From an optimization exercise on the open Yosys and OpenROAD flow, aimed at small area; shortcuts taken in it are not production practice.
Where RTL was checked, it was by simulation tests only, not by an equivalence proof against the original.
For run 3, only the layout was checked, not whether the RTL still works.
Power and IR drop assume default switching activity.

==> flow/run.sh <==
#!/bin/bash
# synth_recipe.tcl (not shown) runs the flow's synth.tcl, then flattens the netlist and writes it again
# the make line also repeats each setting of config.mk as NAME=value (left out here)
make -C /OpenROAD-flow-scripts/flow DESIGN_CONFIG=/design/flow/config.mk WORK_HOME=/design/flow/orfs CLKGATE_MAP_FILE= SYNTH_SCRIPT=/design/flow/synth_recipe.tcl finish
==> flow/config.mk <==
export PLATFORM = sky130hd
export DESIGN_NAME = DIGITAL_CLOCK
export DESIGN_NICKNAME = DIGITAL_CLOCK
export VERILOG_FILES = /design/flow/design.v
export SDC_FILE = /design/flow/constraint.sdc
export NUM_CORES = 4
export LEC_CHECK = 0
export ABC_AREA = 1
export CAP_MARGIN = 20
export CORE_MARGIN = 2
export CORE_UTILIZATION = 45
export CTS_BUF_LIST = sky130_fd_sc_hd__clkbuf_4
export SLEW_MARGIN = 20
==> flow/constraint.sdc <==
create_clock -name core_clock -period 10.0 [get_ports {CLK}]
set_input_delay 2.0000 -clock core_clock [delete_from_list [all_inputs] [get_ports {CLK}]]
set_output_delay 2.0000 -clock core_clock [all_outputs]
set_load 0.01 [all_outputs]
==> flow/design.v <==
module DIGITAL_CLOCK(
	RESETN, CLK,
	KEY,
	LCD_RS, LCD_RW,
	LCD_DATA, PIEZO
);
input RESETN, CLK;
input [4:0] KEY;
output reg LCD_RS, LCD_RW;
output reg [7:0] LCD_DATA;
output wire PIEZO;
wire rst = !RESETN;
localparam OP_MENU = 3'd1, OP_SETV = 3'd2, OP_SETC = 3'd3, OP_CANC = 3'd4,
           OP_INC = 3'd5, OP_DEC = 3'd6, OP_NOP = 3'd0;
reg [14:0] kcnt;
reg [1:0] ph;           
reg [2:0] op;           
reg [3:0] mode;         
reg [3:0] modep;        
reg meridian, ae;
wire k_menu = (KEY == 5'b10000);
wire k_set = (KEY == 5'b01000);
wire k_cancel = (KEY == 5'b00100);
wire k_up = (KEY == 5'b00010);
wire k_down = (KEY == 5'b00001);
wire kvalid = k_menu | k_set | k_cancel | k_up | k_down;
wire m_view = (mode[2:0] == 3'd0);
wire setc = (op == OP_SETC);
wire setting_ok = setc & ph[1];                  
wire s_or_as = setc & (ph[1] ^ ph[0]);           
wire kterm = (kcnt == 15'd23269);
wire act = kvalid & !setting_ok & kterm;
reg [2:0] eff_op;
always @(*) begin
	eff_op = OP_NOP;
	if (k_menu) eff_op = OP_MENU;
	if (k_set) eff_op = m_view ? OP_SETV : OP_SETC;
	if (k_cancel) eff_op = m_view ? OP_NOP : OP_CANC;
	if (k_up) eff_op = m_view ? OP_NOP : OP_INC;
	if (k_down) eff_op = m_view ? OP_NOP : OP_DEC;
end
always @(posedge CLK) begin
	if (rst) kcnt <= 0;
	else if (!setting_ok && kvalid) kcnt <= kterm ? 15'd0 : {kcnt[13:0], ~(kcnt[14] ^ kcnt[13])};
end
always @(posedge CLK) begin
	if (rst) ph <= 2'd0;
	else if (act) ph <= 2'd1;
	else if (ph != 2'd0) ph <= ph + 2'd1;
	if (act) op <= eff_op;
end
always @(posedge CLK) begin
	if (rst) begin
		meridian <= 1'b0;
		ae <= 1'b0;
	end else if (act && k_cancel && m_view) begin
		if (mode[3]) ae <= !ae;
		else meridian <= !meridian;
	end
end
reg [2:0] fnext;
always @(*) begin
	fnext = mode[2:0];
	case (op)
		OP_MENU: if (mode[3]) fnext = (mode[2:0] == 3'd3) ? 3'd1 : mode[2:0] + 3'd1;
		         else fnext = (mode[2:0] == 3'd6) ? 3'd1 : mode[2:0] + 3'd1;
		OP_SETV: fnext = 3'd1;
		OP_SETC, OP_CANC: fnext = 3'd0;
		default: ;
	endcase
end
always @(posedge CLK) begin
	if (rst) begin
		mode <= 4'd0;
		modep <= 4'd0;
	end else begin
		modep <= mode;
		if (ph == 2'd1) begin
			mode[2:0] <= (op == OP_MENU && m_view) ? 3'd0 : fnext;
			if (op == OP_MENU && m_view) mode[3] <= !mode[3];
		end
	end
end
wire ctl_d1 = !modep[3] & (modep[2:0] != 3'd0);    
reg ctl_d2;                                         
wire cont_start = (modep[2:0] != 3'd0);
always @(posedge CLK) begin
	if (rst) ctl_d2 <= 1'b0;
	else ctl_d2 <= ctl_d1;
end
reg [16:0] tcnt;
reg tick_d1, tick_d2;
wire tterm = (tcnt == 17'd117024);
always @(posedge CLK) begin
	if (rst || s_or_as || tterm) tcnt <= 0;
	else tcnt <= {tcnt[15:0], ~(tcnt[16] ^ tcnt[14])};
	if (rst) begin
		tick_d1 <= 1'b0;
		tick_d2 <= 1'b0;
	end else begin
		tick_d1 <= tterm;
		tick_d2 <= tick_d1;
	end
end
reg [5:0] k_sec, k_min;
reg [4:0] k_hour, k_day;
reg [6:0] k_year;
reg [3:0] k_mon;
reg [5:0] a_sec, a_min;
reg [4:0] a_hour;
reg [5:0] r_sec, r_min;
reg [4:0] r_hour, r_day;
reg [6:0] r_year;
reg [3:0] r_mon;
reg [6:0] e_val, e_hi, e_lo;
always @(*) begin
	case (mode[2:0])
		3'd1: begin e_val = mode[3] ? {2'd0, a_hour} : {2'd0, k_hour}; e_hi = 7'd23; e_lo = 7'd0; end
		3'd2: begin e_val = mode[3] ? {1'd0, a_min} : {1'd0, k_min}; e_hi = 7'd59; e_lo = 7'd0; end
		3'd3: begin e_val = mode[3] ? {1'd0, a_sec} : {1'd0, k_sec}; e_hi = 7'd59; e_lo = 7'd0; end
		3'd4: begin e_val = k_year; e_hi = 7'd99; e_lo = 7'd0; end
		3'd5: begin e_val = {3'd0, k_mon}; e_hi = 7'd12; e_lo = 7'd1; end
		default: begin e_val = {2'd0, k_day}; e_hi = 7'd31; e_lo = 7'd1; end
	endcase
end
wire e_up = (op == OP_INC);
wire [6:0] e_res = e_up ? ((e_val == e_hi) ? e_lo : e_val + 7'd1)
                        : ((e_val == e_lo) ? e_hi : e_val - 7'd1);
wire e_step = (op == OP_INC) | (op == OP_DEC);
wire k_edit = (ph == 2'd3) & e_step & !mode[3];
wire a_edit = (ph == 2'd2) & e_step & mode[3];
wire a_clr = (ph == 2'd2) & (op == OP_CANC) & mode[3];
reg [5:0] kn_sec, kn_min;
reg [4:0] kn_hour, kn_day;
reg [6:0] kn_year;
reg [3:0] kn_mon;
always @(*) begin
	kn_sec = k_sec; kn_min = k_min; kn_hour = k_hour;
	kn_day = k_day; kn_mon = k_mon; kn_year = k_year;
	if (k_edit) case (mode[2:0])
		3'd1: kn_hour = e_res[4:0];
		3'd2: kn_min = e_res[5:0];
		3'd3: kn_sec = e_res[5:0];
		3'd4: kn_year = e_res;
		3'd5: kn_mon = e_res[3:0];
		default: kn_day = e_res[4:0];
	endcase
end
reg [5:0] an_sec, an_min;
reg [4:0] an_hour;
always @(*) begin
	an_sec = a_sec; an_min = a_min; an_hour = a_hour;
	if (a_clr) begin
		an_sec = 6'd0; an_min = 6'd0; an_hour = 5'd0;
	end else if (a_edit) case (mode[2:0])
		3'd1: an_hour = e_res[4:0];
		3'd2: an_min = e_res[5:0];
		default: an_sec = e_res[5:0];
	endcase
end
wire r_load = (ph == 2'd3) & setc & !mode[3];
wire s59 = (r_sec == 6'd59);
wire m59 = (r_min == 6'd59);
wire h23 = (r_hour == 5'd23);
wire d31 = (r_day == 5'd31);
wire mo12 = (r_mon == 4'd12);
reg [5:0] rn_sec, rn_min;
reg [4:0] rn_hour, rn_day;
reg [6:0] rn_year;
reg [3:0] rn_mon;
always @(*) begin
	rn_sec = r_sec; rn_min = r_min; rn_hour = r_hour;
	rn_day = r_day; rn_mon = r_mon; rn_year = r_year;
	if (r_load) begin
		rn_sec = k_sec; rn_min = k_min; rn_hour = k_hour;
		rn_day = k_day; rn_mon = k_mon; rn_year = k_year;
	end else if (tick_d2) begin
		rn_sec = s59 ? 6'd0 : r_sec + 6'd1;
		if (s59) rn_min = m59 ? 6'd0 : r_min + 6'd1;
		if (s59 && m59) rn_hour = h23 ? 5'd0 : r_hour + 5'd1;
		if (s59 && m59 && h23) rn_day = d31 ? 5'd1 : r_day + 5'd1;
		if (s59 && m59 && h23 && d31) rn_mon = r_mon + 4'd1;
		if (s59 && m59 && h23 && d31 && mo12) rn_year = (r_year == 7'd99) ? 7'd0 : r_year + 7'd1;
	end
end
always @(posedge CLK) begin
	if (rst) begin
		k_sec <= 6'd1; k_min <= 6'd0; k_hour <= 5'd0;
		k_year <= 7'd16; k_mon <= 4'd1; k_day <= 5'd1;
		a_sec <= 6'd0; a_min <= 6'd0; a_hour <= 5'd0;
		r_sec <= 6'd0; r_min <= 6'd0; r_hour <= 5'd0;
		r_year <= 7'd16; r_mon <= 4'd1; r_day <= 5'd1;
	end else begin
		k_sec <= kn_sec; k_min <= kn_min; k_hour <= kn_hour;
		k_year <= kn_year; k_mon <= kn_mon; k_day <= kn_day;
		a_sec <= an_sec; a_min <= an_min; a_hour <= an_hour;
		r_sec <= rn_sec; r_min <= rn_min; r_hour <= rn_hour;
		r_year <= rn_year; r_mon <= rn_mon; r_day <= rn_day;
	end
end
wire [5:0] d_sec = ctl_d2 ? k_sec : r_sec;
wire [5:0] d_min = ctl_d2 ? k_min : r_min;
wire [4:0] d_hour = ctl_d2 ? k_hour : r_hour;
wire [6:0] d_year = ctl_d2 ? k_year : r_year;
wire [3:0] d_mon = ctl_d2 ? k_mon : r_mon;
wire [4:0] d_day = ctl_d2 ? k_day : r_day;
wire eqp = ({d_hour, d_min, d_sec} == {a_hour, a_min, a_sec});
reg [21:0] ccnt;
reg stopp, doingp, aep;
wire cterm = (ccnt == 22'd3906453);
wire doing = (aep & eqp) | (!stopp & doingp);
always @(posedge CLK) begin
	if (rst) begin
		ccnt <= 0;
		stopp <= 1'b0;
		doingp <= 1'b0;
		aep <= 1'b0;
	end else begin
		if (doingp) begin
			ccnt <= cterm ? 22'd0 : {ccnt[20:0], ~(ccnt[21] ^ ccnt[20])};
			if (cterm) stopp <= 1'b1;
		end else
			stopp <= 1'b0;
		doingp <= doing;
		aep <= ae;
	end
end
reg [14:0] pcnt;
reg [6:0] ord;        
reg [7:0] snd_cnt;    
reg buff;
wire pterm = (pcnt == 15'd25566);
wire [2:0] note;
assign note[0] = (ord == 7'd1) | (ord == 7'd2) | (ord == 7'd5) | (ord == 7'd6) | (ord == 7'd9) | (ord == 7'd11) | (ord == 7'd13) | (ord == 7'd25) | (ord == 7'd33) | (ord == 7'd34) | (ord == 7'd37) | (ord == 7'd38) | (ord == 7'd41) | (ord == 7'd43) | (ord == 7'd45) | (ord == 7'd53) | (ord == 7'd54) | (ord == 7'd57) | (ord == 7'd58) | (ord == 7'd59) | (ord == 7'd60);
assign note[1] = (ord == 7'd3) | (ord == 7'd4) | (ord == 7'd5) | (ord == 7'd6) | (ord == 7'd7) | (ord == 7'd8) | (ord == 7'd17) | (ord == 7'd19) | (ord == 7'd21) | (ord == 7'd35) | (ord == 7'd36) | (ord == 7'd37) | (ord == 7'd38) | (ord == 7'd39) | (ord == 7'd40) | (ord == 7'd49) | (ord == 7'd51) | (ord == 7'd55) | (ord == 7'd56) | (ord == 7'd57) | (ord == 7'd58) | (ord == 7'd59) | (ord == 7'd60);
assign note[2] = (ord == 7'd27) | (ord == 7'd29);
wire snd_ge = (note == 3'd0) | ((note == 3'd1) & (snd_cnt >= 8'd151)) |
              ((note == 3'd2) & (snd_cnt >= 8'd169)) | ((note == 3'd3) & (snd_cnt >= 8'd190)) |
              ((note == 3'd4) & (snd_cnt >= 8'd127));
wire snd_hit = ae & snd_ge;
always @(posedge CLK) begin
	if (rst) begin
		pcnt <= 0;
		ord <= 7'd0;
		snd_cnt <= 8'd0;
		buff <= 1'b0;
	end else begin
		if (pterm) begin
			pcnt <= 0;
			ord <= (ord == 7'd68) ? 7'd2 : ord + 7'd1;
		end else
			pcnt <= {pcnt[13:0], ~(pcnt[14] ^ pcnt[13])};
		if (snd_hit) snd_cnt <= 8'd0;
		else if (snd_cnt != 8'd255) snd_cnt <= snd_cnt + 8'd1;
		if (snd_hit && doing) buff <= !buff;
	end
end
assign PIEZO = buff;
reg [14:0] bcnt;
reg blink;
wire bterm = (bcnt == 15'd30649);
always @(posedge CLK) begin
	if (rst) begin
		bcnt <= 0;
		blink <= 1'b0;
	end else if (cont_start) begin
		if (bterm) begin
			bcnt <= 0;
			blink <= !blink;
		end else
			bcnt <= {bcnt[13:0], ~(bcnt[14] ^ bcnt[13])};
	end else
		blink <= 1'b0;
end
reg [4:0] f_h;    
reg [5:0] f_m;    
reg [5:0] f_s;    
reg [6:0] f_y;    
reg [4:0] f_mo;   
reg [4:0] f_d;    
reg ap, merp;
wire [2:0] f = mode[2:0];
wire al = mode[3];
reg [4:0] hc;
reg [5:0] mc, sc;
reg [6:0] yc;
reg [4:0] moc, dc;
always @(*) begin
	hc = f_h; mc = f_m; sc = f_s; yc = f_y; moc = f_mo; dc = f_d;
	if (m_view) begin
		hc = al ? a_hour : d_hour;
		mc = al ? a_min : d_min;
		sc = al ? a_sec : d_sec;
		yc = al ? 7'd127 : d_year;
		moc = al ? 5'd16 : {1'b0, d_mon};
		dc = al ? 5'd0 : d_day;
	end else begin
		if (f == 3'd1) hc = blink ? 5'd31 : (al ? a_hour : d_hour);
		if (f == 3'd2 && blink) hc = al ? a_hour : d_hour;
		if (f == 3'd2) mc = blink ? 6'd63 : (al ? a_min : d_min);
		if (f == 3'd3 && blink) mc = al ? a_min : d_min;
		if (f == 3'd3) sc = blink ? 6'd63 : (al ? a_sec : d_sec);
		if (((!al && f == 3'd4) || (al && f == 3'd1)) && blink) sc = al ? a_sec : d_sec;
		if (!al && f == 3'd4) yc = blink ? 7'd127 : d_year;
		if (!al && f == 3'd5 && blink) yc = d_year;
		if (!al && f == 3'd5) moc = blink ? 5'd16 : {1'b0, d_mon};
		if (!al && f == 3'd6 && blink) moc = {1'b0, d_mon};
		if (!al && f == 3'd6) dc = blink ? 5'd0 : d_day;
		if (!al && f == 3'd1 && blink) dc = d_day;
	end
end
wire h_blank = (hc == 5'd31);
wire pm = (d_hour >= 5'd12);
always @(posedge CLK) begin
	f_h <= (meridian && !h_blank && pm) ? d_hour - 5'd12 : hc;
	f_m <= mc; f_s <= sc; f_y <= yc; f_mo <= moc; f_d <= dc;
	if (meridian && !h_blank) ap <= pm;
	merp <= meridian;
end
localparam S_DELAY = 3'd0, S_FSET = 3'd1, S_EMODE = 3'd2, S_DISP = 3'd3,
           S_LINE1 = 3'd4, S_LINE2 = 3'd5;
reg [2:0] state;
reg [6:0] lcnt;
always @(posedge CLK) begin
	if (rst) begin
		state <= S_DELAY;
		lcnt <= 7'd0;
	end else begin
		case (state)
			S_DELAY: begin
				if (lcnt == 7'd70) begin state <= S_FSET; lcnt <= 7'd0; end
				else lcnt <= lcnt + 7'd1;
			end
			S_FSET, S_DISP, S_EMODE: begin
				if (lcnt == 7'd30) begin
					state <= (state == S_FSET) ? S_DISP : (state == S_DISP) ? S_EMODE : S_LINE1;
					lcnt <= 7'd0;
				end else lcnt <= lcnt + 7'd1;
			end
			S_LINE1, S_LINE2: begin
				if (lcnt == 7'd17) begin state <= (state == S_LINE1) ? S_LINE2 : S_LINE1; lcnt <= 7'd0; end
				else lcnt <= lcnt + 7'd1;
			end
			default: begin state <= S_DELAY; lcnt <= 7'd0; end
		endcase
	end
end
wire line2 = (state == S_LINE2);
wire [4:0] lc = lcnt[4:0];
reg [6:0] fv;
reg fblank, ftens, isdig;
reg [7:0] ch;
always @(*) begin
	fv = 7'd0; fblank = 1'b0; ftens = 1'b0; isdig = 1'b1; ch = 8'h20;
	case ({line2, lc})
		{1'b0, 5'd2}, {1'b0, 5'd3}: begin fv = {2'd0, f_h}; fblank = (f_h[4] & f_h[3]); end
		{1'b0, 5'd5}, {1'b0, 5'd6}: begin fv = {1'd0, f_m}; fblank = (f_m[5:2] == 4'hf); end
		{1'b0, 5'd8}, {1'b0, 5'd9}: begin fv = {1'd0, f_s}; fblank = (f_s[5:2] == 4'hf); end
		{1'b1, 5'd4}, {1'b1, 5'd5}: begin fv = f_y; fblank = (f_y[6:4] == 3'h7); end
		{1'b1, 5'd7}, {1'b1, 5'd8}: begin fv = {3'd0, f_mo[3:0]}; fblank = f_mo[4]; end
		{1'b1, 5'd10}, {1'b1, 5'd11}: begin fv = {2'd0, f_d}; fblank = (f_d == 5'd0); end
		default: isdig = 1'b0;
	endcase
	case ({line2, lc})
		{1'b0, 5'd2}, {1'b0, 5'd5}, {1'b0, 5'd8}, {1'b1, 5'd4}, {1'b1, 5'd7}, {1'b1, 5'd10}: ftens = 1'b1;
		default: ftens = 1'b0;
	endcase
	case ({line2, lc})
		{1'b0, 5'd4}, {1'b0, 5'd7}: ch = 8'h3a;
		{1'b0, 5'd11}: ch = merp ? (ap ? 8'h50 : 8'h41) : 8'h20;
		{1'b0, 5'd12}: ch = merp ? 8'h4d : 8'h20;
		{1'b0, 5'd14}: ch = modep[3] ? 8'h98 : 8'h20;
		{1'b0, 5'd15}: ch = cont_start ? 8'ha9 : 8'h20;
		{1'b1, 5'd2}: ch = modep[3] ? 8'h20 : 8'h32;
		{1'b1, 5'd3}: ch = modep[3] ? 8'h20 : 8'h30;
		{1'b1, 5'd6}: ch = modep[3] ? 8'h20 : 8'h59;
		{1'b1, 5'd9}: ch = modep[3] ? 8'h20 : 8'h4d;
		{1'b1, 5'd12}: ch = modep[3] ? 8'h20 : 8'h44;
		{1'b1, 5'd14}: ch = doingp ? 8'h91 : 8'h20;
		{1'b1, 5'd15}: ch = aep ? 8'h98 : 8'h20;
		default: ch = 8'h20;
	endcase
end
function [7:0] bcd7;
	input [6:0] b;
	integer i;
	reg [7:0] r;
	begin
		r = 8'd0;
		for (i = 6; i >= 0; i = i - 1) begin
			if (r[3:0] >= 4'd5) r[3:0] = r[3:0] + 4'd3;
			if (r[7:4] >= 4'd5) r[7:4] = r[7:4] + 4'd3;
			r = {r[6:0], b[i]};
		end
		bcd7 = r;
	end
endfunction
wire [7:0] fbcd = bcd7(fv);
wire [3:0] digit = ftens ? fbcd[7:4] : fbcd[3:0];
wire [7:0] chr = isdig ? (fblank ? 8'h20 : {4'h3, digit}) : ch;
always @(posedge CLK) begin
	if (rst) begin
		LCD_RS <= 1'b1;
		LCD_RW <= 1'b1;
		LCD_DATA <= 8'h00;
	end else begin
		case (state)
			S_FSET: begin LCD_RS <= 1'b0; LCD_RW <= 1'b0; LCD_DATA <= 8'h3c; end
			S_DISP: begin LCD_RS <= 1'b0; LCD_RW <= 1'b0; LCD_DATA <= 8'h0c; end
			S_EMODE: begin LCD_RS <= 1'b0; LCD_RW <= 1'b0; LCD_DATA <= 8'h06; end
			S_LINE1, S_LINE2: begin
				LCD_RW <= 1'b0;
				if (lcnt == 7'd0) begin
					LCD_RS <= 1'b0;
					LCD_DATA <= line2 ? 8'hc0 : 8'h80;
				end else if (lcnt <= 7'd16) begin
					LCD_RS <= 1'b1;
					LCD_DATA <= chr;
				end else begin
					LCD_RS <= 1'b1;
					LCD_DATA <= 8'h20;
				end
			end
			default: begin LCD_RS <= 1'b1; LCD_RW <= 1'b1; LCD_DATA <= 8'h00; end
		endcase
	end
end
endmodule
==> results of run 1 <==
==> flip-flops by register name, summed over array words and instances (netlist names), 8 cells and up <==
| signal | cells |
|---|---|
| LCD_DATA | 8 |
| tcnt | 17 |
| pcnt | 15 |
| ccnt | 22 |
| snd_cnt | 8 |
| kcnt | 15 |
| bcnt | 15 |
==> routing by layer <==
layer / up-vias / share of wire / global-route usage
met5: - / 0 / 0
met4: 0 / 0.034 / 0.106
met1: 6132 / 0.46 / 0.321
met2: 409 / 0.45 / 0.383
li1: 6833 / - / -
met3: 87 / 0.055 / 0.0471
==> cell usage after synthesis, types with 33 or more instances <==
cell and n:
inv_1 325, nand2_1 316, dfxtp_1 228, nor2_1 210, a21oi_1 140, o21ai_0 138, nand3_1 124, o211ai_1 53
ha_1 44, clkbuf_1 41, nand4_1 36, edfxtp_1 33
==> kinds of logic (layout without fill, tap and decap cells) <==
group                    count (synthesis)  after routing  share of synthesized area
AO/OA/AOI/OAI                          477            477                      0.205
XOR/XNOR                                33             33                     0.0203
multiplexers                             2              2                    0.00140
adder cells (fa/ha/maj)                 44             44                     0.0386
AND/OR/NAND/NOR                        777            777                      0.240
flip-flops                             261            261                      0.389
buffers and inverters                  397            502                      0.105
other                                    0              4                          0
==> through the flow <==
stage | setup slack [ns] | utilization | hold WS (ns) | std cells
2_1_floorplan | 5.59 | - | 0.361 | 1991
3_3_place_gp | 5.19 | 0.472 | 0.413 | 2367
3_5_place_dp | 5.01 | 0.472 | 0.401 | 2367
4_1_cts | 5.01 | 0.503 | 0.422 | 2498
5_1_grt | 4.42 | 0.503 | 0.431 | 2501
6_report | 5.01 | 0.504 | 0.420 | 2502
==> final cells by class <==
cell class                      instances  area [sq um]  share of cell area
Sequential cell                       261          5560               0.352
Multi-Input combinational cell       1333          7210               0.456
Clock inverter                         19           151             0.00958
Inverter                              344          1290              0.0817
Tap cell                              402           503              0.0318
Clock buffer                          112           841              0.0532
Timing Repair Buffer                   27           243              0.0154
Antenna cell                            4          10.0            0.000633
==> worst max-delay path by stage <==
stage / start / to / slack [ns] / depth (start not counted)
after detailed placement: lcnt[0] / LCD_DATA[1] / 5.01 / 38
after floorplan: lcnt[0] / LCD_DATA[2] / 5.59 / 36
after CTS: lcnt[0] / LCD_DATA[2] / 5.01 / 38
after global placement: lcnt[0] / LCD_DATA[1] / 5.19 / 36
after global routing: lcnt[0] / LCD_DATA[2] / 4.42 / 38
final: lcnt[0] / LCD_DATA[2] / 5.01 / 36
==> power by group through the flow <==
stage                     Sequential [mW]  Combinational, mW  Clock, mW
after floorplan                      1.15              0.239          0
after global placement               1.16              0.345          0
after detailed placement             1.16              0.347          0
after CTS                            1.13              0.348       1.09
after global routing                 1.14              0.388       1.14
final                                1.13              0.356       1.05
==> critical path, delay by kind of cell (launching register included) <==
family	cells	cell delay [ns]
buf+inv	5	0.34
simple gates	23	2.51
flops	1	0.40
compound gates	2	0.41
fa+ha+maj	6	1.21
==> flow_metrics.py, run 1 <==
metrics = {
    "status": {
        "status": "complete, no violations",
    },
    "logic_synthesis": {
        "seq_area_frac_synth": 0.389,
        "yosysTopAreaCellShare": 0.320,
        "syn_nets": 2042,
        "async_reset_ff_frac": 0,
        "synth-seq-cells": 261,
        "synth_cell_types": 60,
        "synthCells": 1991,
        "syn_area_per_cell_sq_um": 7.17,
        "synth_area_leaders": "dfxtp_1 32%, inv_1 8.5%, nand2_1 8.3%, edfxtp_1 6.9%, nor2_1 5.5%",
        "synth-edff-count": 33,
        "synth_area_sq_mm": 0.0143,
        "yosysWarnings": 1,
        "ys.flop_type": "dfxtp_1",
        "synth_top_area_cell": "dfxtp_1",
    },
    "cts": {
        "clkSinkCount": 261,
        "clk_pin_slew_ns": 0.06,
        "clockBufferDepth": 3,
        "holdBufCountCts": 0,
        "cts-root-buf": "clkbuf_4",
        "cts-resized-gates": 0,
        "cts_max_level": 3,
        "cts_buffers": 76,
        "cts_tree": "done",
        "clkLatencyLatePin_ns": 0.74,
        "post_cts_buffers": 0,
    },
    "timing": {
        "hold_viol": 0,
        "grt_setup_unrepaired": "false",
        "skew_ns": 0.0361,
        "finalSetupTns_ns": 0,
        "max_freq_ghz": 0.200,
        "max_slew_margin": 0.272,
        "setup_viol": 0,
        "maxSlewViolCount": 0,
        "timing.final.crit_period_ns": 4.99,
        "tightest_slew_ns": 1.08,
        "fin_crit_sh": 0.499,
    },
    "worst_setup_path": {
        "required_ns": 10.60,
        "r2r_start": "lcnt[0]",
        "crit_path_end_kind": "register",
        "reg2reg_depth": 36,
        "critPathLaunchType": "register",
        "r2r_slack_ns": 5.01,
        "critPathKind": "register to register",
        "critPathArrivalTime_ns": 5.60,
        "cpMaxStageDelayCell": "dfxtp_1",
        "crit_path_max_fanout": 8,
        "critPathMaxStageDelay_ns": 0.40,
        "timing.rr.end": "LCD_DATA[2]",
        "cpMostUsedCell": "nand2_1",
    },
    "place": {
        "place_area_sq_mm": 0.0148,
        "place.gp.congestion": 0.959,
        "dp_hpwl_mm": 28.7,
        "place.port_buffers": 17,
    },
    "detailed_routing": {
        "first_pass_iters": 5,
        "ant_nets": 0,
        "wire_per_inst_um": 15.9,
        "viasPerCell": 5.38,
        "initialDrtViolationCount": 950,
        "dr_total_vias": 13500,
        "drc": 0,
        "drt_wl_total_mm": 39.8,
    },
    "die": {
        "die_area_sq_mm": 0.0332,
        "ios": 18,
        "core_area_sq_mm": 0.0314,
        "die_x_um": 182,
        "start_util": 0.455,
        "fp-row-count": 65,
        "chipHeight_um": 182,
    },
    "final_layout": {
        "drive_gt1_frac": 0.0964,
        "fin_nets": 2094,
        "fill_cells": 3210,
        "final_cell_mix": "325 x inv_1, 316 x nand2_1, 227 x dfxtp_1",
        "area_growth_pct": 10.8,
        "final_area_sq_mm": 0.0158,
        "layout_commonest_cell": "inv_1",
    },
    "power": {
        "power.share.switching": 0.297,
        "p_total_mw": 2.54,
        "p_sw_uw": 755,
        "peakVddDrop_uv": 102,
        "p_clk_frac": 0.414,
        "p_per_area_mw_per_mm2": 161,
        "p_seq_frac": 0.446,
        "power_frac_comb": 0.140,
        "p_leak_nw": 6.56,
        "p_int_mw": 1.79,
    },
    "hold_path": {
        "hp-start": "tcnt[1]",
        "min_path_type": "register to register",
        "hold_depth": 2,
        "holdPathEnd": "tcnt[2]",
    },
    "grt": {
        "grtUsageTotal": 0.241,
        "antenna_found_initial": 2,
        "overflow": 0,
        "grt_pass1_vias": 12700,
        "grt_pass1_wl_mm": 64.5,
        "grt_max_degree": 65,
    },
    "flow_run": {
        "cap_viol_max_count": 0,
    },
}
==> run 2, diff against run 1 <==
--- a/flow/config.mk
+++ b/flow/config.mk
@@ -10,4 +10,5 @@
 export CORE_MARGIN = 2
-export CORE_UTILIZATION = 45
-export CTS_BUF_LIST = sky130_fd_sc_hd__clkbuf_4
+export CORE_UTILIZATION = 60
+export CTS_BUF_LIST = sky130_fd_sc_hd__clkbuf_2
+export CTS_CLUSTER_SIZE = 30
 export SLEW_MARGIN = 20
==> run 2 against run 1 <==
  * Still clean on timing, DRC and antenna
  * Combinational power is 3% lower
  * Wire length is 5.7% lower
  * Sequential power hardly changed
  * Critical endpoint unchanged
  * Highest routed layer unchanged
==> flow_metrics.py, run 2 <==
metrics = {
    "status": {
        "status": "complete, no violations",
    },
    "power": {
        "p_per_area_mw_per_mm2": 148,
        "p_leak_nw": 6.46,
        "peakVddDrop_uv": 103,
    },
    "timing": {
        "tightest_slew_ns": 1.09,
        "grt_setup_unrepaired": "false",
        "maxSlewViolCount": 0,
        "timing.final.crit_period_ns": 5.06,
        "skew_ns": 0.0769,
        "max_slew_margin": 0.272,
        "max_freq_ghz": 0.198,
        "setup_viol": 0,
        "finalSetupTns_ns": 0,
        "hold_viol": 0,
        "fin_crit_sh": 0.506,
    },
    "logic_synthesis": {
        "synth_common_cells": "325 x inv_1, 316 x nand2_1, 228 x dfxtp_1",
        "yosysTopAreaCellShare": 0.320,
        "synthMuxAreaShare": 0.00140,
        "synth-edff-count": 33,
        "synth-xor-area-share": 0.0203,
        "synth_cell_types": 60,
        "syn_nets": 2042,
        "synth-seq-cells": 261,
        "yosysMostFrequentCell": "inv_1",
        "async_reset_ff_frac": 0,
        "yosys.area_share.simple": 0.240,
        "synth_area_leaders": "dfxtp_1 32%, inv_1 8.5%, nand2_1 8.3%, edfxtp_1 6.9%, nor2_1 5.5%",
        "synthCells": 1991,
        "synth_top_family_by_area": "simple AND/OR/NAND/NOR gates",
        "yosysWarnings": 1,
        "syn_area_per_cell_sq_um": 7.17,
        "synth_top_area_cell": "dfxtp_1",
        "synth_fa_ha_area_frac": 0.0386,
        "synth_area_sq_mm": 0.0143,
        "seq_area_frac_synth": 0.389,
        "synth_compound_area_frac": 0.205,
        "ys.flop_type": "dfxtp_1",
    },
    "die": {
        "start_util": 0.610,
        "die_x_um": 158,
        "ios": 18,
        "fp-row-count": 56,
        "chipHeight_um": 158,
        "core_area_sq_mm": 0.0234,
        "die_area_sq_mm": 0.0250,
    },
    "detailed_routing": {
        "dr_total_vias": 13500,
        "drt_wl_total_mm": 37.6,
        "wire_per_inst_um": 15.6,
        "drc": 0,
        "first_pass_iters": 8,
        "ant_nets": 0,
        "viasPerCell": 5.63,
        "initialDrtViolationCount": 1269,
    },
    "grt": {
        "grt_pass1_wl_mm": 60.6,
        "grt_pass1_vias": 12400,
        "grt_max_degree": 61,
        "grtUsageTotal": 0.303,
        "antenna_found_initial": 2,
        "overflow": 0,
    },
    "worst_setup_path": {
        "critPathKind": "register to register",
        "crit_path_max_fanout": 8,
        "cpMaxStageDelayCell": "dfxtp_1",
        "critPathArrivalTime_ns": 5.73,
        "critPathMaxStageDelay_ns": 0.41,
        "cpMostUsedCell": "nand2_1",
        "critPathLaunchType": "register",
        "r2r_start": "lcnt[0]",
        "r2r_slack_ns": 4.94,
        "timing.rr.end": "LCD_DATA[2]",
        "reg2reg_depth": 38,
        "crit_path_end_kind": "register",
        "required_ns": 10.67,
    },
    "final_layout": {
        "largest_reg_flops": 22,
        "area_growth_pct": 7.67,
        "layout_commonest_cell": "inv_1",
        "final_cell_count_no_fill": 2407,
        "final_cell_mix": "325 x inv_1, 316 x nand2_1, 227 x dfxtp_1",
        "reg.largest.list": "ccnt (22), tcnt (17)",
        "regMostFlops": "ccnt",
        "fin_nets": 2083,
        "drive_gt1_frac": 0.0910,
    },
    "cts": {
        "clkSinkCount": 261,
        "cts_tree": "done",
        "cts-root-buf": "clkbuf_2",
        "holdBufCountCts": 0,
        "cts_buffers": 68,
        "clockBufferDepth": 3,
        "post_cts_buffers": 0,
        "clk_pin_slew_ns": 0.11,
        "cts_max_level": 3,
        "cts-resized-gates": 0,
        "clkLatencyLatePin_ns": 0.87,
    },
    "hold_path": {
        "min_path_type": "register to register",
        "hold_depth": 2,
        "hp-start": "pcnt[0]",
        "holdPathEnd": "pcnt[1]",
    },
    "place": {
        "place.port_buffers": 17,
        "dp_hpwl_mm": 27.1,
        "dp_cells": 2281,
        "place.gp.congestion": 0.991,
    },
    "flow_run": {
        "cap_viol_max_count": 0,
    },
}
[run 2: cell counts after synthesis]
Identical to the previous run, type by type.
[run 2: kinds of logic after synthesis]
group,after synthesis
xor gates and xnor gates,33
buffers and inverters,397
DFF,261
adders and majority gates,44
and+or+nand+nor,777
muxes,2
AOI/OAI and AO/OA,477
[run 2: worst max path at each step]
stage                        endpoint    start  cells after the start  slack (ns)
final                     LCD_DATA[2]  lcnt[0]                     38        4.94
after global routing      LCD_DATA[2]  lcnt[0]                     38        4.45
after CTS                 LCD_DATA[1]  lcnt[0]                     38        4.97
after detailed placement  LCD_DATA[2]  lcnt[0]                     38        4.98
after global placement    LCD_DATA[1]  lcnt[0]                     38        5.24
after floorplan           LCD_DATA[2]  lcnt[0]                     36        5.59
[run 2: stage by stage]
step	area (sq um)	hold WS, ns	power (mW)	setup WS, ns	util
2_1_floorplan	14300	0.361	1.39	5.59	-
3_3_place_gp	14700	0.406	1.49	5.24	0.627
3_5_place_dp	14700	0.406	1.49	4.98	0.627
4_1_cts	15400	0.427	2.28	4.97	0.656
5_1_grt	15400	0.431	2.38	4.45	0.657
6_report	15400	0.425	2.27	4.94	0.657
[run 2: worst max-delay path: cells and delay by family, from the launching register on]
| kind | cells | cell delay [ns] |
|---|---|---|
| DFF | 1 | 0.41 |
| buffers and inverters | 6 | 0.40 |
| adders and majority gates | 6 | 1.21 |
| and+or+nand+nor | 23 | 2.45 |
| AOI/OAI and AO/OA | 3 | 0.48 |
[run 2: power breakdown]
| part | switching, mW | total [mW] | leakage [nW] | internal [mW] |
|---|---|---|---|---|
| Combinational | 0.252 | 0.345 | 3.74 | 0.0936 |
| Clock | 0.446 | 0.790 | 0.502 | 0.344 |
| Sequential | 0.0307 | 1.13 | 2.22 | 1.10 |
| Total | 0.729 | 2.27 | 6.46 | 1.54 |
[run 2: final cells by class]
cell class / count / area [sq um]
Antenna cell: 1 / 2.50
Clock buffer: 99 / 495
Clock inverter: 26 / 181
Fill cell: 2190 / 8040
Inverter: 344 / 1290
Multi-Input combinational cell: 1333 / 7220
Sequential cell: 261 / 5560
Tap cell: 319 / 399
Timing Repair Buffer: 24 / 218
[run 2: per-layer routing]
layer | vias up | part of all wire | global-route usage
met5 | - | 0 | 0
met3 | 111 | 0.077 | 0.0602
met2 | 486 | 0.44 | 0.480
li1 | 6807 | - | -
met4 | 0 | 0.032 | 0.112
met1 | 6138 | 0.45 | 0.411
==> run 3, diff against run 2 <==
--- a/flow/design.v
+++ b/flow/design.v
@@ -206,7 +206,8 @@
 wire [4:0] d_day = ctl_d2 ? k_day : r_day;
-wire eqp = ({d_hour, d_min, d_sec} == {a_hour, a_min, a_sec});
+wire [16:0] o_time = ctl_d1 ? {kn_hour, kn_min, kn_sec} : {rn_hour, rn_min, rn_sec};
+wire [16:0] o_alarm = {an_hour, an_min, an_sec};
+wire eq = (o_time == o_alarm);
 reg [21:0] ccnt;
-reg stopp, doingp, aep;
+reg stop, doing;
 wire cterm = (ccnt == 22'd3906453);
-wire doing = (aep & eqp) | (!stopp & doingp);
 always @(posedge CLK) begin
@@ -214,13 +215,12 @@
 		ccnt <= 0;
-		stopp <= 1'b0;
-		doingp <= 1'b0;
-		aep <= 1'b0;
+		stop <= 1'b0;
+		doing <= 1'b0;
 	end else begin
-		if (doingp) begin
+		if (doing) begin
 			ccnt <= cterm ? 22'd0 : {ccnt[20:0], ~(ccnt[21] ^ ccnt[20])};
-			if (cterm) stopp <= 1'b1;
+			if (cterm) stop <= 1'b1;
 		end else
-			stopp <= 1'b0;
-		doingp <= doing;
-		aep <= ae;
+			stop <= 1'b0;
+		if (ae && eq) doing <= 1'b1;
+		else if (stop) doing <= 1'b0;
 	end
@@ -232,9 +232,77 @@
 wire pterm = (pcnt == 15'd25566);
-wire [2:0] note;
-assign note[0] = (ord == 7'd1) | (ord == 7'd2) | (ord == 7'd5) | (ord == 7'd6) | (ord == 7'd9) | (ord == 7'd11) | (ord == 7'd13) | (ord == 7'd25) | (ord == 7'd33) | (ord == 7'd34) | (ord == 7'd37) | (ord == 7'd38) | (ord == 7'd41) | (ord == 7'd43) | (ord == 7'd45) | (ord == 7'd53) | (ord == 7'd54) | (ord == 7'd57) | (ord == 7'd58) | (ord == 7'd59) | (ord == 7'd60);
-assign note[1] = (ord == 7'd3) | (ord == 7'd4) | (ord == 7'd5) | (ord == 7'd6) | (ord == 7'd7) | (ord == 7'd8) | (ord == 7'd17) | (ord == 7'd19) | (ord == 7'd21) | (ord == 7'd35) | (ord == 7'd36) | (ord == 7'd37) | (ord == 7'd38) | (ord == 7'd39) | (ord == 7'd40) | (ord == 7'd49) | (ord == 7'd51) | (ord == 7'd55) | (ord == 7'd56) | (ord == 7'd57) | (ord == 7'd58) | (ord == 7'd59) | (ord == 7'd60);
-assign note[2] = (ord == 7'd27) | (ord == 7'd29);
-wire snd_ge = (note == 3'd0) | ((note == 3'd1) & (snd_cnt >= 8'd151)) |
-              ((note == 3'd2) & (snd_cnt >= 8'd169)) | ((note == 3'd3) & (snd_cnt >= 8'd190)) |
-              ((note == 3'd4) & (snd_cnt >= 8'd127));
+reg snd_ge;
+always @(*) begin
+	case (ord)
+		7'd0: snd_ge = 1'b1;
+		7'd1: snd_ge = (snd_cnt >= 8'd151);
+		7'd2: snd_ge = (snd_cnt >= 8'd151);
+		7'd3: snd_ge = (snd_cnt >= 8'd169);
+		7'd4: snd_ge = (snd_cnt >= 8'd169);
+		7'd5: snd_ge = (snd_cnt >= 8'd190);
+		7'd6: snd_ge = (snd_cnt >= 8'd190);
+		7'd7: snd_ge = (snd_cnt >= 8'd169);
+		7'd8: snd_ge = (snd_cnt >= 8'd169);
+		7'd9: snd_ge = (snd_cnt >= 8'd151);
+		7'd10: snd_ge = 1'b1;
+		7'd11: snd_ge = (snd_cnt >= 8'd151);
+		7'd12: snd_ge = 1'b1;
+		7'd13: snd_ge = (snd_cnt >= 8'd151);
+		7'd14: snd_ge = 1'b1;
+		7'd15: snd_ge = 1'b1;
+		7'd16: snd_ge = 1'b1;
+		7'd17: snd_ge = (snd_cnt >= 8'd169);
+		7'd18: snd_ge = 1'b1;
+		7'd19: snd_ge = (snd_cnt >= 8'd169);
+		7'd20: snd_ge = 1'b1;
+		7'd21: snd_ge = (snd_cnt >= 8'd169);
+		7'd22: snd_ge = 1'b1;
+		7'd23: snd_ge = 1'b1;
+		7'd24: snd_ge = 1'b1;
+		7'd25: snd_ge = (snd_cnt >= 8'd151);
+		7'd26: snd_ge = 1'b1;
+		7'd27: snd_ge = (snd_cnt >= 8'd127);
+		7'd28: snd_ge = 1'b1;
+		7'd29: snd_ge = (snd_cnt >= 8'd127);
+		7'd30: snd_ge = 1'b1;
+		7'd31: snd_ge = 1'b1;
+		7'd32: snd_ge = 1'b1;
+		7'd33: snd_ge = (snd_cnt >= 8'd151);
+		7'd34: snd_ge = (snd_cnt >= 8'd151);
+		7'd35: snd_ge = (snd_cnt >= 8'd169);
+		7'd36: snd_ge = (snd_cnt >= 8'd169);
+		7'd37: snd_ge = (snd_cnt >= 8'd190);
+		7'd38: snd_ge = (snd_cnt >= 8'd190);
+		7'd39: snd_ge = (snd_cnt >= 8'd169);
+		7'd40: snd_ge = (snd_cnt >= 8'd169);
+		7'd41: snd_ge = (snd_cnt >= 8'd151);
+		7'd42: snd_ge = 1'b1;
+		7'd43: snd_ge = (snd_cnt >= 8'd151);
+		7'd44: snd_ge = 1'b1;
+		7'd45: snd_ge = (snd_cnt >= 8'd151);
+		7'd46: snd_ge = 1'b1;
+		7'd47: snd_ge = 1'b1;
+		7'd48: snd_ge = 1'b1;
+		7'd49: snd_ge = (snd_cnt >= 8'd169);
+		7'd50: snd_ge = 1'b1;
+		7'd51: snd_ge = (snd_cnt >= 8'd169);
+		7'd52: snd_ge = 1'b1;
+		7'd53: snd_ge = (snd_cnt >= 8'd151);
+		7'd54: snd_ge = (snd_cnt >= 8'd151);
+		7'd55: snd_ge = (snd_cnt >= 8'd169);
+		7'd56: snd_ge = (snd_cnt >= 8'd169);
+		7'd57: snd_ge = (snd_cnt >= 8'd190);
+		7'd58: snd_ge = (snd_cnt >= 8'd190);
+		7'd59: snd_ge = (snd_cnt >= 8'd190);
+		7'd60: snd_ge = (snd_cnt >= 8'd190);
+		7'd61: snd_ge = 1'b1;
+		7'd62: snd_ge = 1'b1;
+		7'd63: snd_ge = 1'b1;
+		7'd64: snd_ge = 1'b1;
+		7'd65: snd_ge = 1'b1;
+		7'd66: snd_ge = 1'b1;
+		7'd67: snd_ge = 1'b1;
+		7'd68: snd_ge = 1'b1;
+		default: snd_ge = 1'b1;
+	endcase
+end
 wire snd_hit = ae & snd_ge;
@@ -280,3 +348,3 @@
 reg [4:0] f_d;    
-reg ap, merp;
+reg ap, merp, aep, doingp;
 wire [2:0] f = mode[2:0];
@@ -318,2 +386,4 @@
 	merp <= meridian;
+	aep <= ae;
+	doingp <= doing;
 end
@@ -348,36 +418,32 @@
 wire line2 = (state == S_LINE2);
-wire [4:0] lc = lcnt[4:0];
+wire [3:0] pos = lcnt[3:0] - 4'd1;
 reg [6:0] fv;
-reg fblank, ftens, isdig;
+reg fblank, ftens;
 reg [7:0] ch;
+reg isdig;
 always @(*) begin
-	fv = 7'd0; fblank = 1'b0; ftens = 1'b0; isdig = 1'b1; ch = 8'h20;
-	case ({line2, lc})
-		{1'b0, 5'd2}, {1'b0, 5'd3}: begin fv = {2'd0, f_h}; fblank = (f_h[4] & f_h[3]); end
-		{1'b0, 5'd5}, {1'b0, 5'd6}: begin fv = {1'd0, f_m}; fblank = (f_m[5:2] == 4'hf); end
-		{1'b0, 5'd8}, {1'b0, 5'd9}: begin fv = {1'd0, f_s}; fblank = (f_s[5:2] == 4'hf); end
-		{1'b1, 5'd4}, {1'b1, 5'd5}: begin fv = f_y; fblank = (f_y[6:4] == 3'h7); end
-		{1'b1, 5'd7}, {1'b1, 5'd8}: begin fv = {3'd0, f_mo[3:0]}; fblank = f_mo[4]; end
-		{1'b1, 5'd10}, {1'b1, 5'd11}: begin fv = {2'd0, f_d}; fblank = (f_d == 5'd0); end
-		default: isdig = 1'b0;
-	endcase
-	case ({line2, lc})
-		{1'b0, 5'd2}, {1'b0, 5'd5}, {1'b0, 5'd8}, {1'b1, 5'd4}, {1'b1, 5'd7}, {1'b1, 5'd10}: ftens = 1'b1;
-		default: ftens = 1'b0;
-	endcase
-	case ({line2, lc})
-		{1'b0, 5'd4}, {1'b0, 5'd7}: ch = 8'h3a;
-		{1'b0, 5'd11}: ch = merp ? (ap ? 8'h50 : 8'h41) : 8'h20;
-		{1'b0, 5'd12}: ch = merp ? 8'h4d : 8'h20;
-		{1'b0, 5'd14}: ch = modep[3] ? 8'h98 : 8'h20;
-		{1'b0, 5'd15}: ch = cont_start ? 8'ha9 : 8'h20;
-		{1'b1, 5'd2}: ch = modep[3] ? 8'h20 : 8'h32;
-		{1'b1, 5'd3}: ch = modep[3] ? 8'h20 : 8'h30;
-		{1'b1, 5'd6}: ch = modep[3] ? 8'h20 : 8'h59;
-		{1'b1, 5'd9}: ch = modep[3] ? 8'h20 : 8'h4d;
-		{1'b1, 5'd12}: ch = modep[3] ? 8'h20 : 8'h44;
-		{1'b1, 5'd14}: ch = doingp ? 8'h91 : 8'h20;
-		{1'b1, 5'd15}: ch = aep ? 8'h98 : 8'h20;
+	fv = 7'd0; fblank = 1'b1; ftens = 1'b0; isdig = 1'b0; ch = 8'h20;
+	case ({line2, pos})
+		5'd1, 5'd2: begin isdig = 1'b1; fv = {2'd0, f_h}; fblank = (f_h[4] & f_h[3]); end
+		5'd4, 5'd5: begin isdig = 1'b1; fv = {1'd0, f_m}; fblank = (f_m[5:2] == 4'hf); end
+		5'd7, 5'd8: begin isdig = 1'b1; fv = {1'd0, f_s}; fblank = (f_s[5:2] == 4'hf); end
+		5'd19, 5'd20: begin isdig = 1'b1; fv = f_y; fblank = (f_y[6:4] == 3'h7); end
+		5'd22, 5'd23: begin isdig = 1'b1; fv = {3'd0, f_mo[3:0]}; fblank = f_mo[4]; end
+		5'd25, 5'd26: begin isdig = 1'b1; fv = {2'd0, f_d}; fblank = (f_d == 5'd0); end
+		5'd3, 5'd6: ch = 8'h3a;
+		5'd10: ch = merp ? (ap ? 8'h50 : 8'h41) : 8'h20;
+		5'd11: ch = merp ? 8'h4d : 8'h20;
+		5'd13: ch = modep[3] ? 8'h98 : 8'h20;
+		5'd14: ch = cont_start ? 8'ha9 : 8'h20;
+		5'd17: ch = modep[3] ? 8'h20 : 8'h32;
+		5'd18: ch = modep[3] ? 8'h20 : 8'h30;
+		5'd21: ch = modep[3] ? 8'h20 : 8'h59;
+		5'd24: ch = modep[3] ? 8'h20 : 8'h4d;
+		5'd27: ch = modep[3] ? 8'h20 : 8'h44;
+		5'd29: ch = doingp ? 8'h91 : 8'h20;
+		5'd30: ch = aep ? 8'h98 : 8'h20;
 		default: ch = 8'h20;
 	endcase
+	ftens = ({line2, pos} == 5'd1) | ({line2, pos} == 5'd4) | ({line2, pos} == 5'd7) |
+	        ({line2, pos} == 5'd19) | ({line2, pos} == 5'd22) | ({line2, pos} == 5'd25);
 end
--- a/flow/config.mk
+++ b/flow/config.mk
@@ -7,8 +7,5 @@
 export LEC_CHECK = 0
-export ABC_AREA = 1
 export CAP_MARGIN = 20
 export CORE_MARGIN = 2
-export CORE_UTILIZATION = 60
-export CTS_BUF_LIST = sky130_fd_sc_hd__clkbuf_2
-export CTS_CLUSTER_SIZE = 30
+export CORE_UTILIZATION = 45
 export SLEW_MARGIN = 20
==> run 3 against run 2 <==
  * Synthesized cell count is 3.8% lower
  * Die area grew 45%
  * Critical path depth fell by 7
  * Sequential cell count is 1 higher
  * Worst hold slack better by 0.011 ns
==> flow_metrics.py, run 3 <==
metrics = {
    "grt": {
        "grt_max_degree": 109,
        "grt_pass1_wl_mm": 71.3,
        "grt_pass1_vias": 13100,
        "grtUsageTotal": 0.244,
        "overflow": 0,
        "antenna_found_initial": 0,
    },
    "cts": {
        "holdBufCountCts": 0,
        "clkLatencyLatePin_ns": 0.57,
        "clockBufferDepth": 3,
        "cts_buffers": 31,
        "cts_max_level": 1,
        "cts_tree": "done",
        "clkSinkCount": 262,
        "post_cts_buffers": 0,
        "clk_pin_slew_ns": 0.06,
        "cts-root-buf": "clkbuf_16",
        "cts-resized-gates": 0,
    },
    "detailed_routing": {
        "first_pass_iters": 7,
        "ant_nets": 0,
        "initialDrtViolationCount": 1319,
        "wire_per_inst_um": 18.9,
        "dr_total_vias": 14000,
        "drc": 0,
        "drt_wl_total_mm": 44.5,
        "viasPerCell": 5.95,
    },
    "timing": {
        "hold_slack_ns": 0.437,
        "worst_slack_ns": 3.48,
        "grt_setup_unrepaired": "false",
        "fin_crit_sh": 0.652,
        "finalSetupTns_ns": 0,
        "maxSlewViolCount": 0,
        "tightest_slew_ns": 0.990,
        "max_freq_ghz": 0.153,
        "setup_viol": 0,
        "skew_ns": 0.0178,
        "hold_viol": 0,
        "timing.final.crit_period_ns": 6.52,
        "max_slew_margin": 0.337,
    },
    "final_layout": {
        "final_cell_mix": "230 x nand2_1, 227 x dfxtp_1, 172 x nor2_1",
        "fill_cells": 3332,
        "reg.largest.list": "ccnt (22), tcnt (17)",
        "final_area_sq_mm": 0.0171,
        "fin_nets": 1928,
        "drive_gt1_frac": 0.0528,
        "n_antenna_cell": 0,
        "largest_reg_flops": 22,
        "area_growth_pct": 9.02,
        "regMostFlops": "ccnt",
        "layout_commonest_cell": "nand2_1",
    },
    "logic_synthesis": {
        "synth_top_area_cell": "dfxtp_1",
        "synth_common_cells": "230 x nand2_1, 229 x dfxtp_1, 174 x nor2_1",
        "synth_area_sq_mm": 0.0157,
        "seq_area_frac_synth": 0.355,
        "synth_area_leaders": "dfxtp_1 29%, edfxtp_1 6.3%, nand2_1 5.5%, mux2i_1 5.5%, nor2_1 4.2%",
        "synthMuxAreaShare": 0.0665,
        "synth_fa_ha_area_frac": 0.0398,
        "synth-edff-count": 33,
        "yosys.area_share.simple": 0.257,
        "syn_area_per_cell_sq_um": 8.20,
        "yosysTopAreaCellShare": 0.292,
        "async_reset_ff_frac": 0,
        "synth-xor-area-share": 0.0321,
        "synthCells": 1916,
        "yosysMostFrequentCell": "nand2_1",
        "synth_compound_area_frac": 0.209,
        "synth_top_family_by_area": "simple AND/OR/NAND/NOR gates",
        "synth-seq-cells": 262,
        "syn_nets": 1973,
        "ys.flop_type": "dfxtp_1",
        "synth_cell_types": 95,
        "yosysWarnings": 1,
    },
    "worst_setup_path": {
        "critPathLaunchType": "register",
        "r2r_start": "lcnt[0]",
        "crit_start": "lcnt[0]",
        "crit_path_end_kind": "register",
        "reg2reg_depth": 31,
        "critPathArrivalTime_ns": 6.95,
        "critPathKind": "register to register",
        "r2r_slack_ns": 3.48,
        "critPathMaxStageDelay_ns": 0.56,
        "timing.rr.end": "LCD_DATA[2]",
        "crit_path_max_fanout": 13,
        "crit_end": "LCD_DATA[2]",
        "required_ns": 10.44,
        "cpMaxStageDelayCell": "dfxtp_1",
    },
    "place": {
        "place_area_sq_mm": 0.0161,
        "dp_hpwl_mm": 31.9,
        "place.port_buffers": 17,
        "place.gp.congestion": 0.916,
        "pre_cts_ws_ns": 3.61,
    },
    "die": {
        "fp-row-count": 68,
        "start_util": 0.456,
        "die_x_um": 191,
        "chipHeight_um": 191,
        "core_area_sq_mm": 0.0345,
        "die_area_sq_mm": 0.0364,
        "ios": 18,
    },
    "power": {
        "p_leak_nw": 6.40,
        "p_per_area_mw_per_mm2": 153,
        "peakVddDrop_uv": 144,
    },
    "flow_run": {
        "cap_viol_max_count": 0,
    },
    "status": {
        "status": "complete, no violations",
    },
    "hold_path": {
        "min_path_type": "register to register",
    },
}
==> run 3: layer usage <==
layer  part of all wire  track usage  routed length [um]  vias up
li1                   -            -                   -     6829
met1               0.46        0.334               20400     6569
met2               0.44        0.381               19600      458
met3              0.063       0.0397                2780      115
met4              0.039        0.100                1710        0
met5                  0            0                   0        -
==> run 3: kinds of logic (layout without fill, tap and decap cells) <==
kind of cell / count (synthesis) / in the layout
adder cells (fa/ha/maj): 50 / 50
AND/OR/NAND/NOR: 810 / 810
AO/OA/AOI/OAI: 475 / 475
flip-flops: 262 / 262
XOR/XNOR: 56 / 56
buffers and inverters: 162 / 139
multiplexers: 101 / 101
==> run 3: worst max-delay path, delay by kind of cell (launching register included) <==
family | cells | cell delay, ns
compound gates | 11 | 2.63
fa+ha+maj | 6 | 1.43
buf+inv | 6 | 0.58
flops | 1 | 0.56
mux | 1 | 0.22
simple gates | 7 | 0.97
==> run 3: how the worst min path moves through the flow <==
| stage | start | to | cells after the start |
|---|---|---|---|
| 2_1_floorplan | doing | doingp | 0 |
| 3_3_place_gp | tick_d1 | tick_d2 | 1 |
| 3_5_place_dp | tick_d1 | tick_d2 | 1 |
| 4_1_cts | tick_d1 | tick_d2 | 1 |
| 5_1_grt | tick_d1 | tick_d2 | 1 |
| 6_report | tick_d1 | tick_d2 | 1 |
==> run 3: area by class of cell <==
| type | count | area (sq um) | share of cell area |
|---|---|---|---|
| inverters | 54 | 203 | 0.0118 |
| well taps | 455 | 569 | 0.0332 |
| clock inverters | 11 | 88.8 | 0.00519 |
| multi-input cells | 1492 | 9510 | 0.555 |
| clock buffers | 44 | 896 | 0.0523 |
| repair buffers | 30 | 278 | 0.0162 |
| flip-flops and latches | 262 | 5580 | 0.326 |
==> run 3: power by group <==
group / internal [mW] / switching [mW] / leakage [nW]
Clock: 0.644 / 0.441 / 0.484
Sequential: 1.10 / 0.0307 / 2.23
Combinational: 0.130 / 0.274 / 3.69
==> run 3: stage by stage <==
| stage | power [mW] | utilization | cells |
|---|---|---|---|
| 2_1_floorplan | 1.43 | - | 1916 |
| 3_3_place_gp | 1.54 | 0.468 | 2293 |
| 3_5_place_dp | 1.55 | 0.468 | 2293 |
| 4_1_cts | 2.64 | 0.497 | 2348 |
| 5_1_grt | 2.72 | 0.497 | 2348 |
| 6_report | 2.62 | 0.497 | 2348 |

-- what the ideal ports hide --
No port has a modelled driver above. Below, the same layouts with a new extraction and two added sets of constraints. Step 1, drivers: a clkbuf_16 drives CLK and a buf_2 each remaining input, both assumed. Step 2 also shifts input and output timing later by t, the mid clock arrival at the registers, as if the neighbouring blocks saw the same clock. a / b / c = ideal / step 1 / step 2; a / b = the first two.
run | t, ns | setup WS [ns] | worst hold slack (ns) | worst data-port slew with drivers (ns) | cell pins on the clock port's net
run 1 | 0.774 | 5.007 / 5.007 / 5.007 | 0.420 / 0.420 / 0.420 | 0.03 | 1
run 2 | 0.865 | 4.940 / 4.940 / 4.940 | 0.425 / 0.425 / 0.425 | 0.03 | 1
run 3 | 0.615 | 3.483 / 3.483 / 3.483 | 0.437 / 0.437 / 0.437 | 0.03 | 1
After both steps every run listed still meets setup and hold.
